What follows belongs to an exercise in optimizing a design on an open flow for small area; a production flow would make more cautious choices.
Only simulation tests tie the RTL to the original design; equivalence was not proved.
The flow treats the clock pin as an ideal source, which a real chip does not have.
Power and IR drop assume default switching activity.

==> flow/design.v <==
module clock_divider (
    input  wire clk,
    input  wire rst_n,
    output wire tick
);
    reg [5:0] counter_reg;
    assign tick = counter_reg[5] & counter_reg[2] & counter_reg[1] & counter_reg[0];
    always @(posedge clk or negedge rst_n) begin
        if (!rst_n)
            counter_reg <= 6'd0;
        else if (tick)
            counter_reg <= 6'd1;
        else
            counter_reg <= {counter_reg[4:0], ~(counter_reg[5] ^ counter_reg[0])};
    end
endmodule
module debounce_sampler (
    input  wire clk,
    input  wire rst_n,
    output wire sample
);
    reg [2:0] johnson;
    assign sample = johnson[2] & ~johnson[1];
    always @(posedge clk or negedge rst_n) begin
        if (!rst_n)
            johnson <= 3'b000;
        else
            johnson <= {johnson[1:0], ~johnson[2]};
    end
endmodule
module button_debouncer (
    input  wire clk,
    input  wire rst_n,
    input  wire btn_in,
    input  wire sample,
    input  wire tick,
    output reg  btn_evt
);
    reg [1:0] sync_ff;           
    reg debounced_level;
    reg last_debounced_level;
    wire both_hi = sync_ff[1] & sync_ff[0];
    wire both_lo = ~(sync_ff[1] | sync_ff[0]);
    wire press   = sample & both_hi & ~last_debounced_level;
    always @(posedge clk)
        sync_ff <= {sync_ff[0], btn_in};
    always @(posedge clk or negedge rst_n) begin
        if (!rst_n) begin
            debounced_level      <= 1'b0;
            last_debounced_level <= 1'b0;
            btn_evt              <= 1'b0;
        end else begin
            if (sample) begin
                last_debounced_level <= debounced_level;
                if (both_hi)
                    debounced_level <= 1'b1;
                else if (both_lo)
                    debounced_level <= 1'b0;
            end
            btn_evt <= (btn_evt & ~tick) | press;
        end
    end
endmodule
module lfsr (
    input wire clk,
    input wire rst_n,
    input wire tick,
    output wire [7:0] data_out
);
    reg [7:0] lfsr_reg;
    wire feedback_bit;
    assign feedback_bit = lfsr_reg[7] ^ lfsr_reg[5] ^ lfsr_reg[4] ^ lfsr_reg[3];
    always @(posedge clk or negedge rst_n) begin
        if (!rst_n) begin
            lfsr_reg <= 8'hA1;
        end else if (tick) begin
            lfsr_reg <= {feedback_bit, lfsr_reg[7:1]};
        end
    end
    assign data_out = lfsr_reg;
endmodule
module pattern_memory (
    input  wire       clk,
    input  wire       write_en,
    input  wire [5:0] addr,
    input  wire [1:0] data_in,
    output reg  [1:0] rd_data
);
    reg [127:0] ring;
    reg [4:0]   pos;
    wire [3:0] head   = ring[3:0];
    wire       hit    = (pos == addr[5:1]);
    wire       wr_hit = write_en & hit;
    wire [3:0] feed   = {(wr_hit &  addr[0]) ? data_in : head[3:2],
                         (wr_hit & ~addr[0]) ? data_in : head[1:0]};
    always @(posedge clk) begin
        ring <= {feed, ring[127:4]};
        pos  <= {pos[3:0], pos[4] ^ pos[2] ^ ~|pos[3:0]};
        if (hit)
            rd_data <= addr[0] ? head[3:2] : head[1:0];
    end
endmodule
module game_fsm (
    input  wire       clk,
    input  wire       rst_n,
    input  wire       tick,
    input  wire [3:0] btn_evt,
    input  wire [1:0] lfsr_data,
    output wire       mem_write_en,
    output wire [5:0] mem_addr,
    output wire [1:0] mem_data_in,
    input  wire [1:0] mem_data_out,
    output wire [3:0] game_leds,
    output wire       led_success,
    output wire       led_fail,
    output wire [3:0] score_out
);
    localparam S_IDLE       = 4'd0;
    localparam S_IDLE_F     = 4'd1;
    localparam S_LVL_FIRST  = 4'd2;
    localparam S_LVL_NEXT   = 4'd3;
    localparam S_SHOW_DELAY = 4'd4;
    localparam S_LED_ON     = 4'd5;
    localparam S_LED_OFF    = 4'd6;
    localparam S_WAIT       = 4'd7;
    localparam S_CHECK_OK   = 4'd8;
    localparam S_CHECK_BAD  = 4'd9;
    localparam S_SUCCESS    = 4'd10;
    localparam S_FAIL       = 4'd11;
    localparam S_FAIL_WAIT  = 4'd12;
    reg [3:0] state;
    reg [6:0] timer;             
    reg [5:0] index;             
    reg [5:0] won;
    wire done = timer[6] & timer[5] & timer[4] & timer[1] & timer[0];
    wire last = (index == won) & ~(&won);
    wire any_btn = |btn_evt;
    reg [3:0] colour_leds;
    always @(*) begin
        case (mem_data_out)
            2'b00: colour_leds = 4'b0001;
            2'b01: colour_leds = 4'b0010;
            2'b10: colour_leds = 4'b0100;
            default: colour_leds = 4'b1000;
        endcase
    end
    wire bad = |(btn_evt & ~colour_leds);
    assign game_leds   = (state == S_LED_OFF) ? colour_leds :
                         {4{(state == S_FAIL_WAIT) & timer[3]}};
    assign led_success = (state == S_LVL_NEXT);
    assign led_fail    = (state == S_FAIL_WAIT) | (state == S_IDLE_F);
    assign score_out   = won[3:0];
    assign mem_write_en = (state == S_LVL_FIRST) | (state == S_LVL_NEXT);
    assign mem_addr     = index;
    assign mem_data_in  = lfsr_data;
    reg idx_clear, idx_inc;
    always @(*) begin
        idx_clear = 1'b0;
        idx_inc   = 1'b0;
        if (tick) begin
            case (state)
                S_IDLE, S_IDLE_F, S_LVL_FIRST, S_LVL_NEXT:
                    idx_clear = 1'b1;
                S_LED_OFF: begin
                    idx_clear = done & last;
                    idx_inc   = done & ~last;
                end
                S_CHECK_OK:
                    idx_inc = 1'b1;
                default: ;
            endcase
        end
    end
    wire timing     = (state == S_SHOW_DELAY) | (state == S_LED_OFF) | (state == S_FAIL_WAIT);
    wire timer_load = tick & ~timing;
    always @(posedge clk) begin
        timer <= timer_load ? ((state == S_FAIL) ? 7'd15 : 7'd65)
                            : timer + {6'd0, tick};
        index <= (index & {6{~idx_clear}}) + {5'd0, idx_inc};
    end
    always @(posedge clk or negedge rst_n) begin
        if (!rst_n) begin
            state <= S_IDLE;
            won   <= 6'd0;
        end else if (tick) begin
            case (state)
                S_IDLE, S_IDLE_F:
                    state <= any_btn ? S_LVL_FIRST : S_IDLE;
                S_LVL_FIRST, S_LVL_NEXT:
                    state <= S_SHOW_DELAY;
                S_SHOW_DELAY:
                    if (done) state <= S_LED_ON;
                S_LED_ON:
                    state <= S_LED_OFF;
                S_LED_OFF:
                    if (done) state <= last ? S_WAIT : S_LED_ON;
                S_WAIT:
                    if (any_btn) state <= bad ? S_CHECK_BAD : S_CHECK_OK;
                S_CHECK_OK:
                    state <= last ? S_SUCCESS : S_WAIT;
                S_CHECK_BAD:
                    state <= S_FAIL;
                S_SUCCESS: begin
                    won   <= won + 6'd1;
                    state <= S_LVL_NEXT;
                end
                S_FAIL: begin
                    won   <= 6'd0;
                    state <= S_FAIL_WAIT;
                end
                S_FAIL_WAIT:
                    if (done) state <= S_IDLE_F;
                default:
                    state <= S_IDLE;
            endcase
        end
    end
endmodule
module seven_seg (
    input wire [3:0] num_in,
    output reg [6:0] seg_out
);
    always @(*) begin
        case (num_in)
            4'h0: seg_out = 7'b1000000;  
            4'h1: seg_out = 7'b1111001;  
            4'h2: seg_out = 7'b0100100;  
            4'h3: seg_out = 7'b0110000;  
            4'h4: seg_out = 7'b0011001;  
            4'h5: seg_out = 7'b0010010;  
            4'h6: seg_out = 7'b0000010;  
            4'h7: seg_out = 7'b1111000;  
            4'h8: seg_out = 7'b0000000;  
            4'h9: seg_out = 7'b0010000;  
            4'hA: seg_out = 7'b0001000;  
            4'hB: seg_out = 7'b0000011;  
            4'hC: seg_out = 7'b1000110;  
            4'hD: seg_out = 7'b0100001;  
            4'hE: seg_out = 7'b0000110;  
            4'hF: seg_out = 7'b0001110;  
            default: seg_out = 7'b1111111;
        endcase
    end
endmodule
module simon_top (
    input wire CLOCK_50,
    input wire [0:0] KEY,     
    input wire [3:0] SW,      
    output wire [9:0] LEDR,
    output wire [6:0] HEX0    
);
    wire rst_n = KEY[0];
    wire tick;
    wire sample;
    wire [3:0] btn_evt;
    wire [7:0] lfsr_out;
    wire mem_write_en;
    wire [5:0] mem_addr;
    wire [1:0] mem_data_in;
    wire [1:0] mem_data_out;
    wire [3:0] game_leds_out;
    wire led_success_out;
    wire led_fail_out;
    wire [3:0] score_out_fsm;
    clock_divider fsm_ticker (
        .clk(CLOCK_50),
        .rst_n(rst_n),
        .tick(tick)
    );
    debounce_sampler sampler (
        .clk(CLOCK_50),
        .rst_n(rst_n),
        .sample(sample)
    );
    button_debouncer debouncer_0 (.clk(CLOCK_50), .rst_n(rst_n), .btn_in(SW[0]), .sample(sample), .tick(tick), .btn_evt(btn_evt[0]));
    button_debouncer debouncer_1 (.clk(CLOCK_50), .rst_n(rst_n), .btn_in(SW[1]), .sample(sample), .tick(tick), .btn_evt(btn_evt[1]));
    button_debouncer debouncer_2 (.clk(CLOCK_50), .rst_n(rst_n), .btn_in(SW[2]), .sample(sample), .tick(tick), .btn_evt(btn_evt[2]));
    button_debouncer debouncer_3 (.clk(CLOCK_50), .rst_n(rst_n), .btn_in(SW[3]), .sample(sample), .tick(tick), .btn_evt(btn_evt[3]));
    lfsr lfsr_inst (
        .clk(CLOCK_50),
        .rst_n(rst_n),
        .tick(tick),
        .data_out(lfsr_out)
    );
    pattern_memory mem_inst (
        .clk(CLOCK_50),
        .write_en(mem_write_en),
        .addr(mem_addr),
        .data_in(mem_data_in),
        .rd_data(mem_data_out)
    );
    game_fsm the_game (
        .clk(CLOCK_50),
        .rst_n(rst_n),
        .tick(tick),
        .btn_evt(btn_evt),
        .lfsr_data(lfsr_out[1:0]),
        .mem_write_en(mem_write_en),
        .mem_addr(mem_addr),
        .mem_data_in(mem_data_in),
        .mem_data_out(mem_data_out),
        .game_leds(game_leds_out),
        .led_success(led_success_out),
        .led_fail(led_fail_out),
        .score_out(score_out_fsm)
    );
    seven_seg score_display (
        .num_in(score_out_fsm),
        .seg_out(HEX0)
    );
    assign LEDR[3:0] = game_leds_out;    
    assign LEDR[8]   = led_success_out;  
    assign LEDR[9]   = led_fail_out;     
    assign LEDR[7:4] = 4'b0000;
endmodule
==> flow/flow/run.sh <==
#!/bin/bash
# Own layout flow: the standard flow (standard.sh) with three changes.
#  1. After the standard synthesis, the combinational logic is mapped again
#     by ABC for area (remap.tcl: &deepsyn, then dch and amap). &deepsyn is
#     randomised, so it runs with eight seeds (four at a time) on the
#     standard netlist, and the smallest netlist is kept. The flip-flops are kept as they are, by instance name
#     and cell type.
#  2. CTS adds no dummy loads and uses clkbuf_8 buffers; after CTS each leaf
#     clock buffer, then the root, is shrunk to the smallest buffer whose flip-flop clock-pin
#     slew stays low (post_cts.tcl).
#  3. Ports are buffered with buf_1.
# Every tool's full output goes to a log of its own in this folder; ORFS also
# keeps each step's log under orfs/logs/.
set -euo pipefail
W=$(pwd)
RES=$W/orfs/results/sky130hd/simon_top/base

bash standard.sh "$RES/1_2_yosys.v" > make_synth.log 2>&1
cp "$RES/1_2_yosys.v" "$W/standard_1_2_yosys.v"

DONT_USE=$(sed -n '/DONT_USE_CELLS/,/^$/p' "$FLOW_HOME/platforms/sky130hd/config.mk" \
           | grep -oE 'sky130_fd_sc_hd__[a-z0-9_]+' | tr '\n' ' ')
LIB="$FLOW_HOME/platforms/sky130hd/lib/sky130_fd_sc_hd__tt_025C_1v80.lib"

area() { grep "Chip area for module" "$1.stat" | awk '{print $NF}'; }

best=""
best_area=""
for round in 1 2; do
  for s in 1 2 3 4; do
    seed=$(( (round - 1) * 4 + s ))
    REMAP_IN="$W/standard_1_2_yosys.v" REMAP_OUT="$W/remap_$seed.v" REMAP_LIB="$LIB" REMAP_T=60 \
    REMAP_SEED=$seed REMAP_DONT_USE="$DONT_USE" \
      yosys -c "$W/flow/remap.tcl" > "remap_$seed.log" 2>&1 &
  done
  wait
  for s in 1 2 3 4; do
    seed=$(( (round - 1) * 4 + s ))
    a=$(area "$W/remap_$seed.v")
    echo "round $round seed $seed area $a" >> remap_summary.log
    if [[ -z "$best_area" ]] || \
       awk -v a="$a" -v b="$best_area" 'BEGIN { exit !(a < b) }'; then
      best="$W/remap_$seed.v"; best_area=$a
    fi
  done
done
echo "kept $best ($best_area)" >> remap_summary.log
cp "$best" "$RES/1_2_yosys.v"

CTS="-sink_clustering_enable -repair_clock_nets -dont_use_dummy_load -buf_list {sky130_fd_sc_hd__clkbuf_8}"
bash standard.sh "CTS_ARGS=$CTS" "BUFFER_PORTS_ARGS=-buffer_cell sky130_fd_sc_hd__buf_1" \
    "POST_CTS_TCL=$W/flow/post_cts.tcl" finish > make_finish.log 2>&1
==> flow/flow/post_cts.tcl <==
set limit 0.120
set cands {sky130_fd_sc_hd__clkbuf_1 sky130_fd_sc_hd__clkbuf_2 sky130_fd_sc_hd__clkbuf_4
           sky130_fd_sc_hd__buf_6}
set clkpins [get_pins -hierarchical */CLK]

proc worst_slew {pins} {
  set worst 0
  foreach l $pins {
    foreach p {slew_max_rise slew_max_fall} {
      set s [get_property $l $p]
      if {$s > $worst} { set worst $s }
    }
  }
  return $worst
}

proc shrink {inst pins} {
  global cands limit
  set orig [get_property $inst ref_name]
  set chosen $orig
  foreach cand $cands {
    replace_cell $inst $cand
    estimate_parasitics -placement
    if {[worst_slew $pins] <= $limit} { set chosen $cand; break }
  }
  if {$chosen eq $orig} {
    replace_cell $inst $orig
    estimate_parasitics -placement
  }
  puts "post_cts: [get_full_name $inst] $orig -> $chosen"
}

estimate_parasitics -placement
set upper {}
foreach inst [get_cells clkbuf_*] {
  set out [get_pins -of_objects $inst -filter "direction == output"]
  set loads [get_pins -of_objects [get_nets -of_objects $out] -filter "direction == input"]
  set leaf 1
  foreach l $loads {
    if {![string match */CLK [get_full_name $l]]} { set leaf 0 }
  }
  if {$leaf} { shrink $inst $loads } else { lappend upper $inst }
}
foreach inst $upper { shrink $inst $clkpins }
estimate_parasitics -placement
puts "post_cts: worst clock-pin slew [worst_slew $clkpins]"
==> flow/flow/remap.tcl <==
# Map the standard synthesis's combinational logic again, for area. The
# flip-flop cells are kept as instances (keep_hierarchy), so every register
# keeps its instance name and cell type.
yosys -import
set lib $::env(REMAP_LIB)
set du {}
foreach c $::env(REMAP_DONT_USE) { lappend du -dont_use $c }
read_liberty -ignore_miss_func $lib
read_verilog $::env(REMAP_IN)
hierarchy -top simon_top
setattr -mod -set keep_hierarchy 1 sky130_fd_sc_hd__df* sky130_fd_sc_hd__edf*
flatten
opt -purge
abc -liberty $lib {*}$du -script "+strash;&get,-n;&deepsyn,-T,$::env(REMAP_T),-S,$::env(REMAP_SEED);&put;dch,-f;amap"
splitnets
opt_clean -purge
hilomap -singleton -hicell sky130_fd_sc_hd__conb_1 HI -locell sky130_fd_sc_hd__conb_1 LO
opt_clean -purge
select simon_top
tee -o $::env(REMAP_OUT).stat stat -liberty $lib
write_verilog -noattr -nohex -nodec -selected $::env(REMAP_OUT)
==> flow/standard.sh <==
#!/bin/bash
# synth_recipe.tcl (not shown) runs the flow's synth.tcl, then flattens the netlist and writes it again
# the make line also repeats each setting of config.mk as NAME=value (left out here)
make -C /OpenROAD-flow-scripts/flow DESIGN_CONFIG=/design/flow/config.mk WORK_HOME=/design/flow/orfs CLKGATE_MAP_FILE= SYNTH_SCRIPT=/design/flow/synth_recipe.tcl "${@:-finish}"
==> flow/config.mk <==
export PLATFORM = sky130hd
export DESIGN_NAME = simon_top
export DESIGN_NICKNAME = simon_top
export VERILOG_FILES = /design/flow/design.v
export SDC_FILE = /design/flow/constraint.sdc
export NUM_CORES = 4
export LEC_CHECK = 0
export CAP_MARGIN = 20
export CORE_MARGIN = 2
export CORE_UTILIZATION = 40
export SLEW_MARGIN = 20
==> flow/constraint.sdc <==
create_clock -name core_clock -period 10.0 [get_ports {CLOCK_50}]
set_input_delay 2.0000 -clock core_clock [delete_from_list [all_inputs] [get_ports {CLOCK_50}]]
set_output_delay 2.0000 -clock core_clock [all_outputs]
set_load 0.01 [all_outputs]
==> flow_summary.yaml, run 1 <==
outcome:
  status: "did not finish"
  stop_stage: "clock tree synthesis (4_1_cts)"
  first-error: "Error: cts.tcl, 90 can't read \"cands\": no such variable"
floorplanning:
  pin_count: 23
  initial_utilization_pct: 40.6
  chipWidth_um: 119
  die_h_um: 119
  num_rows: 42
synthesis:
  netlist_area_um2: 5330
  yosys_warnings: 7
  syn_inst: 439
  syn_area_per_cell_um2: 12.1
placed_design:
  io_buffer_count: 18
  dp_slack_ns: 6.35
  hpwlAfterDp_mm: 5.19
  dp.cells: 637
  gp_congestion: 0.911
  placed_cell_area_um2: 5640
power groups by stage:
stage / Sequential [mW] / Clock (mW) / Combinational, mW
2_1_floorplan: 0.807 / 0 / 0.00593
3_3_place_gp: 0.808 / 0 / 0.0102
3_5_place_dp: 0.808 / 0 / 0.0110
how the worst max path moves through the flow:
stage	depth (start not counted)	slack [ns]	endpoint	start
3_5_place_dp	7	6.35	LEDR[0]	the_game.state[1]$_DFFE_PN0P_
3_3_place_gp	7	6.50	LEDR[1]	the_game.state[1]$_DFFE_PN0P_
2_1_floorplan	6	6.61	LEDR[0]	the_game.state[1]$_DFFE_PN0P_
==> run 2, diff against run 1 <==
--- a/flow/design.v
+++ b/flow/design.v
@@ -203,3 +203,3 @@
                 S_SUCCESS: begin
-                    won   <= won + 6'd1;
+                    won   <= index;      
                     state <= S_LVL_NEXT;
--- a/flow/flow/post_cts.tcl
+++ b/flow/flow/post_cts.tcl
@@ -1,3 +1,3 @@
-set limit 0.120
-set cands {sky130_fd_sc_hd__clkbuf_1 sky130_fd_sc_hd__clkbuf_2 sky130_fd_sc_hd__clkbuf_4
+set ::post_cts_limit 0.120
+set ::post_cts_cands {sky130_fd_sc_hd__clkbuf_1 sky130_fd_sc_hd__clkbuf_2 sky130_fd_sc_hd__clkbuf_4
            sky130_fd_sc_hd__buf_6}
@@ -17,9 +17,8 @@
 proc shrink {inst pins} {
-  global cands limit
   set orig [get_property $inst ref_name]
   set chosen $orig
-  foreach cand $cands {
+  foreach cand $::post_cts_cands {
     replace_cell $inst $cand
     estimate_parasitics -placement
-    if {[worst_slew $pins] <= $limit} { set chosen $cand; break }
+    if {[worst_slew $pins] <= $::post_cts_limit} { set chosen $cand; break }
   }
==> flow_summary.yaml, run 2 <==
outcome:
  status: "no timing/DRC/antenna violations"
routing:
  viasPerCell: 4.70
  drtPass1Iterations: 5
  first_iter_violations: 145
  ant_nets: 0
  drc: 0
  wl_per_cell_um: 11.9
  dr_total_vias: 3030
  wl_mm: 7.65
power_and_ir_drop:
  swShare_pct: 19.5
  p_switching_mw: 0.216
  power.share.combinational_pct: 0.9
  clockPowerShare_pct: 27.7
  power_mw: 1.11
  p_int_mw: 0.892
  p_seq_share_pct: 71.3
  p_leak_nw: 2.27
  power_density_nw_per_um2: 192
  ir_drop_v: 0.000133
sta:
  worst_slew_pin_slew_ns: 1.01
  fin_worst_skew_ns: 0.0776
  slew_viol_final: 0
  rsz0062_at_grt: "no"
  setup_viol: 0
  timing.setup.tns_ns: 0
  period_share_pct: 41.4
  maxSlewHeadroom_pct: 32.2
  hold_violations: 0
  fin_crit_ns: 4.14
  holdWs_ns: 0.256
  max_freq_mhz: 242
  finalWorstSetupSlack_ns: 5.86
critical_path:
  crit_slowest_cell: "dfrtp_1"
  crit_type: "flip-flop to output port"
  crit_required_ns: 8.00
  path_max_fanout: 7
  crit_path_end_kind: "output port"
  cp.arrival_ns: 2.14
  worst_path_largest_cell_delay_ns: 0.47
  crit_chain: "clkinv_1 > nand2_1 > o21ai_0 > nor2_1 > nor3_1 > or2_0 > buf_1"
  start_kind: "flip-flop"
final_layout:
  post-route-util_pct: 44.0
  multiInputGateArea_um2: 1040
  fillCellCount: 1247
  drive_gt1_share_pct: 4.48
  register_area_um2: 4120
  finalInstanceArea_um2: 5780
  diodes: 0
  nets: 477
  syn_to_final_growth_pct: 8.61
  layout_common_cells: "dfxtp_1, clkinv_1, nor2_1"
  instances_no_fill: 645
  final_common_cell: "dfxtp_1"
  largest_reg_flops: 128
cts:
  clkSinkCount: 195
  clkTransAtPathRegs_ns: 0.11
  clock_latency_ns: 0.55
  cts_tree: "built"
job:
  maxCapViolations: 0
floorplanning:
  initial_utilization_pct: 40.5
  chipWidth_um: 119
  core-area_um2: 13100
  pin_count: 23
  num_rows: 42
  die-area_um2: 14200
  die_h_um: 119
global_route:
  grt_antenna_before_repair: 0
  grt.total_usage_pct: 11.8
  grt_pass1_vias: 2859
  grt_pass1_wl_mm: 13.3
  grt_remaining_overflow: 0
  grt_max_degree: 40
placed_design:
  placed_cell_area_um2: 5620
  dp.cells: 628
  hpwlAfterDp_mm: 5.04
  dp_slack_ns: 6.47
  gp_congestion: 0.918
  io_buffer_count: 18
synthesis:
  syn_area_per_cell_um2: 12.3
  yosys_warnings: 7
  netlist_area_um2: 5320
  syn_inst: 431
hold_path:
  hp-class: "flip-flop to flip-flop"
[run 2: power by group through the flow]
stage	combinational, mW	sequential, mW	clock (mW)
2_1_floorplan	0.00593	0.807	0
3_3_place_gp	0.0103	0.808	0
3_5_place_dp	0.0107	0.808	0
5_1_grt	0.0125	0.792	0.356
6_report	0.0103	0.791	0.307
[run 2: path summary, 6_finish.rpt]
kind	startpoint	to	slack [ns]	cells past startpoint
min in group asynchronous	KEY[0]	lfsr_inst.lfsr_reg[2]$_DFFE_PN0P_	1.57	1
worst min register to register	mem_inst.ring[82]$_DFF_P_	mem_inst.ring[78]$_DFF_P_	0.26	0
worst max-delay path	the_game.won[0]$_DFFE_PN0P_	HEX0[0]	5.86	7
max in group asynchronous	KEY[0]	debouncer_1.btn_evt$_DFF_PN0_	7.82	1
worst max register to register	fsm_ticker.counter_reg[0]$_DFF_PN0_	the_game.index[5]$_DFF_P_	6.59	15
worst min-delay path	mem_inst.ring[82]$_DFF_P_	mem_inst.ring[78]$_DFF_P_	0.26	0
[run 2: critical path, delay by kind of cell (launching register included)]
family          cells  cell delay [ns]
simple gates        4             0.67
flops               1             0.47
buf+inv             2             0.35
compound gates      1             0.11
[run 2: layout make-up]
type | instances | share of cell area [%]
multi-input cells | 193 | 17.9
clock buffers | 17 | 2.73
flip-flops and latches | 195 | 71.4
repair buffers | 18 | 1.19
inverters | 46 | 2.99
well taps | 176 | 3.81
[run 2: per-layer routing]
metal	track usage [%]	share of wire (%)	vias up
met1	16.0	51	1428
met3	4.45	4.4	9
met5	0	0	-
met2	17.2	43	70
li1	-	-	1523
met4	4.85	1.1	0
==> run 3, diff against run 2 <==
--- a/flow/flow/run.sh
+++ b/flow/flow/run.sh
@@ -4,3 +4,3 @@
 #     by ABC for area (remap.tcl: &deepsyn, then dch and amap). &deepsyn is
-#     randomised, so it runs with eight seeds (four at a time) on the
+#     randomised, so it runs with twelve seeds (four at a time) on the
 #     standard netlist, and the smallest netlist is kept. The flip-flops are kept as they are, by instance name
@@ -28,3 +28,3 @@
 best_area=""
-for round in 1 2; do
+for round in 1 2 3; do
   for s in 1 2 3 4; do
--- a/flow/flow/post_cts.tcl
+++ b/flow/flow/post_cts.tcl
@@ -1,2 +1,2 @@
-set ::post_cts_limit 0.120
+set ::post_cts_limit 0.124
 set ::post_cts_cands {sky130_fd_sc_hd__clkbuf_1 sky130_fd_sc_hd__clkbuf_2 sky130_fd_sc_hd__clkbuf_4
==> flow_summary.yaml, run 3 <==
synthesis:
  netlist_area_um2: 5320
  syn_inst: 431
  yosys_warnings: 7
  syn_area_per_cell_um2: 12.3
routing:
  first_iter_violations: 161
  drtPass1Iterations: 4
  drc: 0
  dr_total_vias: 3013
  viasPerCell: 4.67
  wl_per_cell_um: 11.9
  ant_nets: 0
  wl_mm: 7.65
power_and_ir_drop:
  swShare_pct: 19.4
  p_leak_nw: 2.26
  power_density_nw_per_um2: 190
  p_seq_share_pct: 72.0
  clockPowerShare_pct: 27.1
  p_int_mw: 0.885
  power_mw: 1.10
  ir_drop_v: 0.000133
  power.share.combinational_pct: 0.9
  p_switching_mw: 0.214
global_route:
  busiest_layer: "met2"
  grt_pass1_vias: 2860
  grt_remaining_overflow: 0
  grt.total_usage_pct: 11.9
  met3_usage_pct: 4.45
  grtUsageMet2_pct: 17.2
  grt_max_degree: 40
  grt_antenna_before_repair: 0
  grt_pass1_wl_mm: 13.3
  grtUsageMet1_pct: 16.1
sta:
  maxSlewHeadroom_pct: 31.0
  timing.setup.tns_ns: 0
  hold_violations: 0
  max_freq_mhz: 251
  rsz0062_at_grt: "no"
  slew_viol_final: 0
  worst_slew_pin_slew_ns: 1.03
  setup_viol: 0
  fin_worst_skew_ns: 0.0623
  fin_crit_ns: 3.99
  period_share_pct: 39.9
  holdWs_ns: 0.283
floorplanning:
  core-area_um2: 13100
  chipWidth_um: 119
  die_h_um: 119
  num_rows: 42
  initial_utilization_pct: 40.5
  die-area_um2: 14200
  pin_count: 23
critical_path:
  path_max_fanout: 7
  r2r_setup_slack_ns: 6.58
  cp.arrival_ns: 1.99
  worst_path_largest_cell_delay_ns: 0.46
  cp_top_family: "simple AND/OR/NAND/NOR gates"
  path_depth: 7
  start_kind: "flip-flop"
  crit_required_ns: 8.00
  timing.rr.start: "fsm_ticker.counter_reg[0]$_DFF_PN0_"
  crit_chain: "clkinv_1 > nand2_1 > o21ai_0 > nor2_1 > o21a_1 > or2_0 > buf_1"
  crit_path_end_kind: "output port"
  crit_type: "flip-flop to output port"
  cp_num_buf_inv: 2
  crit_slowest_cell: "dfrtp_1"
  r2r_cells: 15
  r2r-end: "the_game.index[5]$_DFF_P_"
hold_path:
  hp-class: "flip-flop to flip-flop"
  worstHoldEndpoint: "mem_inst.ring[103]$_DFF_P_"
  hold_start: "mem_inst.ring[107]$_DFF_P_"
  hold_depth: 0
final_layout:
  final_common_cell: "dfxtp_1"
  register_area_um2: 4120
  nets: 477
  syn_to_final_growth_pct: 8.40
  diodes: 0
  post-route-util_pct: 43.9
  layout_common_cells: "dfxtp_1, clkinv_1, nor2_1"
  fillCellCount: 1247
  finalInstanceArea_um2: 5770
  drive_gt1_share_pct: 4.48
  largest_reg_flops: 128
  multiInputGateArea_um2: 1040
placed_design:
  hpwlAfterDp_mm: 5.04
  placed_cell_area_um2: 5620
  gp_congestion: 0.918
  io_buffer_count: 18
job:
  maxCapViolations: 0
cts:
  cts_tree: "built"
  clkSinkCount: 195
  clock_latency_ns: 0.41
  clkTransAtPathRegs_ns: 0.12
outcome:
  status: "no timing/DRC/antenna violations"
## run 3: power by group through the flow
stage | combinational [mW] | sequential [mW] | clock (mW)
after floorplan | 0.00593 | 0.807 | 0
after global placement | 0.0103 | 0.808 | 0
after detailed placement | 0.0107 | 0.808 | 0
after global routing | 0.0125 | 0.792 | 0.346
final | 0.0103 | 0.791 | 0.298
## run 3: cell type report
type / count / area share, %
flip-flops and latches: 195 / 71.5
inverters: 46 / 2.99
repair buffers: 18 / 1.19
well taps: 176 / 3.82
clock buffers: 17 / 2.54
multi-input cells: 193 / 18.0
## run 3: metrics by stage
stage / worst slack (ns) / instances
after detailed placement: 6.47 / 628
after floorplan: 6.67 / 434
after global placement: 6.60 / 628
final: 6.01 / 645
after global routing: 5.71 / 645
## run 3: how the worst max path moves through the flow
stage,startpoint,slack (ns),endpoint
after floorplan,the_game.won[3]$_DFFE_PN0P_,6.67,HEX0[0]
after global placement,the_game.won[0]$_DFFE_PN0P_,6.60,HEX0[0]
after detailed placement,the_game.won[0]$_DFFE_PN0P_,6.47,HEX0[0]
after global routing,the_game.won[3]$_DFFE_PN0P_,5.71,HEX0[0]
final,the_game.won[0]$_DFFE_PN0P_,6.01,HEX0[3]
## run 3: per-layer routing
layer	vias up	part of all wire (%)
met5	-	0
met4	0	0.93
met3	7	4.2
met2	52	44
met1	1426	51
li1	1528	-
==> run 4, diff against run 3 <==
--- a/flow/design.v
+++ b/flow/design.v
@@ -130,7 +130,9 @@
     localparam S_FAIL_WAIT  = 4'd12;
+    localparam S_FAIL_WAIT2 = 4'd13;
     reg [3:0] state;
-    reg [6:0] timer;             
+    reg [5:0] timer;             
     reg [5:0] index;             
     reg [5:0] won;
-    wire done = timer[6] & timer[5] & timer[4] & timer[1] & timer[0];
+    wire done = timer[5] & timer[4] & timer[1] & timer[0];
+    wire top  = &timer;
     wire last = (index == won) & ~(&won);
@@ -148,5 +150,5 @@
     assign game_leds   = (state == S_LED_OFF) ? colour_leds :
-                         {4{(state == S_FAIL_WAIT) & timer[3]}};
+                         {4{((state == S_FAIL_WAIT) | (state == S_FAIL_WAIT2)) & timer[3]}};
     assign led_success = (state == S_LVL_NEXT);
-    assign led_fail    = (state == S_FAIL_WAIT) | (state == S_IDLE_F);
+    assign led_fail    = (state == S_FAIL_WAIT) | (state == S_FAIL_WAIT2) | (state == S_IDLE_F);
     assign score_out   = won[3:0];
@@ -173,7 +175,8 @@
     end
-    wire timing     = (state == S_SHOW_DELAY) | (state == S_LED_OFF) | (state == S_FAIL_WAIT);
+    wire timing     = (state == S_SHOW_DELAY) | (state == S_LED_OFF) |
+                      (state == S_FAIL_WAIT) | (state == S_FAIL_WAIT2);
     wire timer_load = tick & ~timing;
     always @(posedge clk) begin
-        timer <= timer_load ? ((state == S_FAIL) ? 7'd15 : 7'd65)
-                            : timer + {6'd0, tick};
+        timer <= timer_load ? ((state == S_FAIL) ? 6'd15 : 6'd1)
+                            : timer + {5'd0, tick};
         index <= (index & {6{~idx_clear}}) + {5'd0, idx_inc};
@@ -211,2 +214,4 @@
                 S_FAIL_WAIT:
+                    if (top) state <= S_FAIL_WAIT2;
+                S_FAIL_WAIT2:
                     if (done) state <= S_IDLE_F;
==> flow_summary.yaml, run 4 <==
outcome:
  status: "no timing/DRC/antenna violations"
sta:
  period_share_pct: 43.9
  worst_slew_pin_slew_ns: 0.999
  rsz0062_at_grt: "no"
  max_freq_mhz: 228
  setup_viol: 0
  fin_crit_ns: 4.39
  hold_violations: 0
  slew_viol_final: 0
  fin_worst_skew_ns: 0.0765
  timing.setup.tns_ns: 0
  maxSlewHeadroom_pct: 32.9
job:
  maxCapViolations: 0
final_layout:
  post-route-util_pct: 44.0
  drive_gt1_share_pct: 4.72
  register_area_um2: 4100
  diodes: 0
  largest_reg_flops: 128
  fillCellCount: 1219
  multiInputGateArea_um2: 1030
  nets: 474
  syn_to_final_growth_pct: 8.79
  final_common_cell: "dfxtp_1"
  layout_common_cells: "dfxtp_1, clkinv_1, nor2_1"
critical_path:
  path_max_fanout: 6
  crit_path_end_kind: "output port"
  crit_chain: "clkinv_1 > o21ai_0 > nor2_1 > a21oi_1 > o21ai_0 > nor2_1 > o32ai_1 > buf_1"
  cp.arrival_ns: 2.39
  cp_top_family: "compound AO/OA/AOI/OAI gates"
  cp_num_buf_inv: 2
  crit_slowest_cell: "dfrtp_1"
  crit_required_ns: 8.00
  worst_path_largest_cell_delay_ns: 0.45
  crit_type: "flip-flop to output port"
  critPathLaunch: "the_game.won[0]$_DFFE_PN0P_"
  start_kind: "flip-flop"
  timing.rr.start: "fsm_ticker.counter_reg[2]$_DFF_PN0_"
cts:
  cts_tree: "built"
  clkSinkCount: 194
  clock_latency_ns: 0.58
  clkTransAtPathRegs_ns: 0.11
routing:
  wl_met3_um: 420
  ant_nets: 0
  drtPass1Iterations: 4
  wl_per_cell_um: 11.9
  wl_met2_mm: 3.16
  wl_mm: 7.65
  top_layer: "met4"
  first_iter_violations: 223
  viasPerCell: 4.80
  drt-met1-wl_mm: 3.88
  dr_total_vias: 3080
  drc: 0
synthesis:
  syn_inst: 427
  syn_area_per_cell_um2: 12.4
  yosys_warnings: 7
  netlist_area_um2: 5290
power_and_ir_drop:
  swShare_pct: 19.8
  power.share.combinational_pct: 1.0
  p_int_mw: 0.888
  p_leak_nw: 2.23
  ir_drop_v: 0.000100
  clockPowerShare_pct: 28.0
  power_density_nw_per_um2: 192
  p_seq_share_pct: 71.0
  p_switching_mw: 0.219
hold_path:
  hp-class: "flip-flop to flip-flop"
  hold_start: "mem_inst.ring[65]$_DFF_P_"
floorplanning:
  core-area_um2: 13100
  die-area_um2: 14200
  num_rows: 42
  die_h_um: 119
  initial_utilization_pct: 40.4
  pin_count: 23
  chipWidth_um: 119
global_route:
  grt_max_degree: 40
  grt_remaining_overflow: 0
  grt_antenna_before_repair: 0
  grt_pass1_vias: 2891
  grt_pass1_wl_mm: 13.5
  grt.total_usage_pct: 12.2
placed_design:
  hpwlAfterDp_mm: 4.88
  io_buffer_count: 18
  gp_congestion: 0.842
## run 4: cell type report
type                            count  share of cell area (%)
Timing Repair Buffer               19                    1.33
Multi-Input combinational cell    191                    17.9
Inverter                           45                    2.93
Clock buffer                       17                    2.74
Sequential cell                   194                    71.3
Tap cell                          176                    3.82
## run 4: path summary, 6_finish.rpt
kind / cells past startpoint / endpoint / slack, ns
max: 8 / HEX0[6] / 5.61
min: 0 / mem_inst.ring[61]$_DFF_P_ / 0.26
max reg2reg: 14 / the_game.state[2]$_DFFE_PN0P_ / 6.49
min reg2reg: 0 / mem_inst.ring[61]$_DFF_P_ / 0.26
max in group asynchronous: 1 / lfsr_inst.lfsr_reg[6]$_DFFE_PN0P_ / 7.84
min in group asynchronous: 1 / the_game.won[5]$_DFFE_PN0P_ / 1.54
## run 4: worst reg2reg max path: cells and delay by family, from the launching register on
| family | cells | cell delay [ns] |
|---|---|---|
| compound gates | 5 | 0.96 |
| buf+inv | 4 | 0.88 |
| flops | 1 | 0.38 |
| simple gates | 5 | 1.16 |
## run 4: layer usage
layer	vias to the layer above	global-route usage [%]
li1	1528	-
met1	1437	17.1
met2	93	15.9
met3	22	4.89
met4	0	6.40
met5	-	0
## run 4: power groups by stage
| stage | Clock [mW] | Sequential [mW] | Combinational, mW |
|---|---|---|---|
| 6_report | 0.310 | 0.787 | 0.0108 |
| 2_1_floorplan | 0 | 0.803 | 0.00616 |
| 3_3_place_gp | 0 | 0.803 | 0.0108 |
| 5_1_grt | 0.362 | 0.787 | 0.0131 |
| 3_5_place_dp | 0 | 0.804 | 0.0112 |
## run 4: per-stage QoR
stage | power (mW) | instances | hold slack [ns] | instance area, um2 | setup WS, ns
after floorplan | 0.809 | 430 | 0.310 | 5300 | 6.32
after global placement | 0.814 | 625 | 0.311 | 5600 | 6.37
after detailed placement | 0.815 | 625 | 0.312 | 5600 | 6.24
after global routing | 1.16 | 642 | 0.257 | 5760 | 5.39
final | 1.11 | 642 | 0.257 | 5760 | 5.61

==> afterwards: timing with drivers on the ports <==
The flow's constraints put no driver on any port. The routed layouts listed below were extracted and timed again, unchanged, in two steps.
Step 1 assumes that a clkbuf_16 drives the clock port and a buf_2 every other input.
Step 2 adds t to the input delays and takes it off the output delays; t is the mean of the earliest and latest rising clock arrival at the registers after step 1. Input paths then give back, and output paths get back, about the clock's delay inside the block.
a / b / c = ideal ports / drivers / drivers and shift; a / b = the first two.
run | t, ns | slack for setup (ns) | worst hold slack (ns) | slew at the worst register clock pin (ns) | worst slew at a driven data input, ns
run 2 | 0.543 | 5.860 / 5.828 / 6.371 | 0.256 / 0.256 / 0.256 | 0.11 / 0.11 | 0.04
run 3 | 0.414 | 6.015 / 5.981 / 6.395 | 0.283 / 0.283 / 0.283 | 0.12 / 0.12 | 0.04
run 4 | 0.572 | 5.605 / 5.575 / 6.147 | 0.257 / 0.257 / 0.257 | 0.12 / 0.12 | 0.03
After both steps every run listed still meets setup and hold.
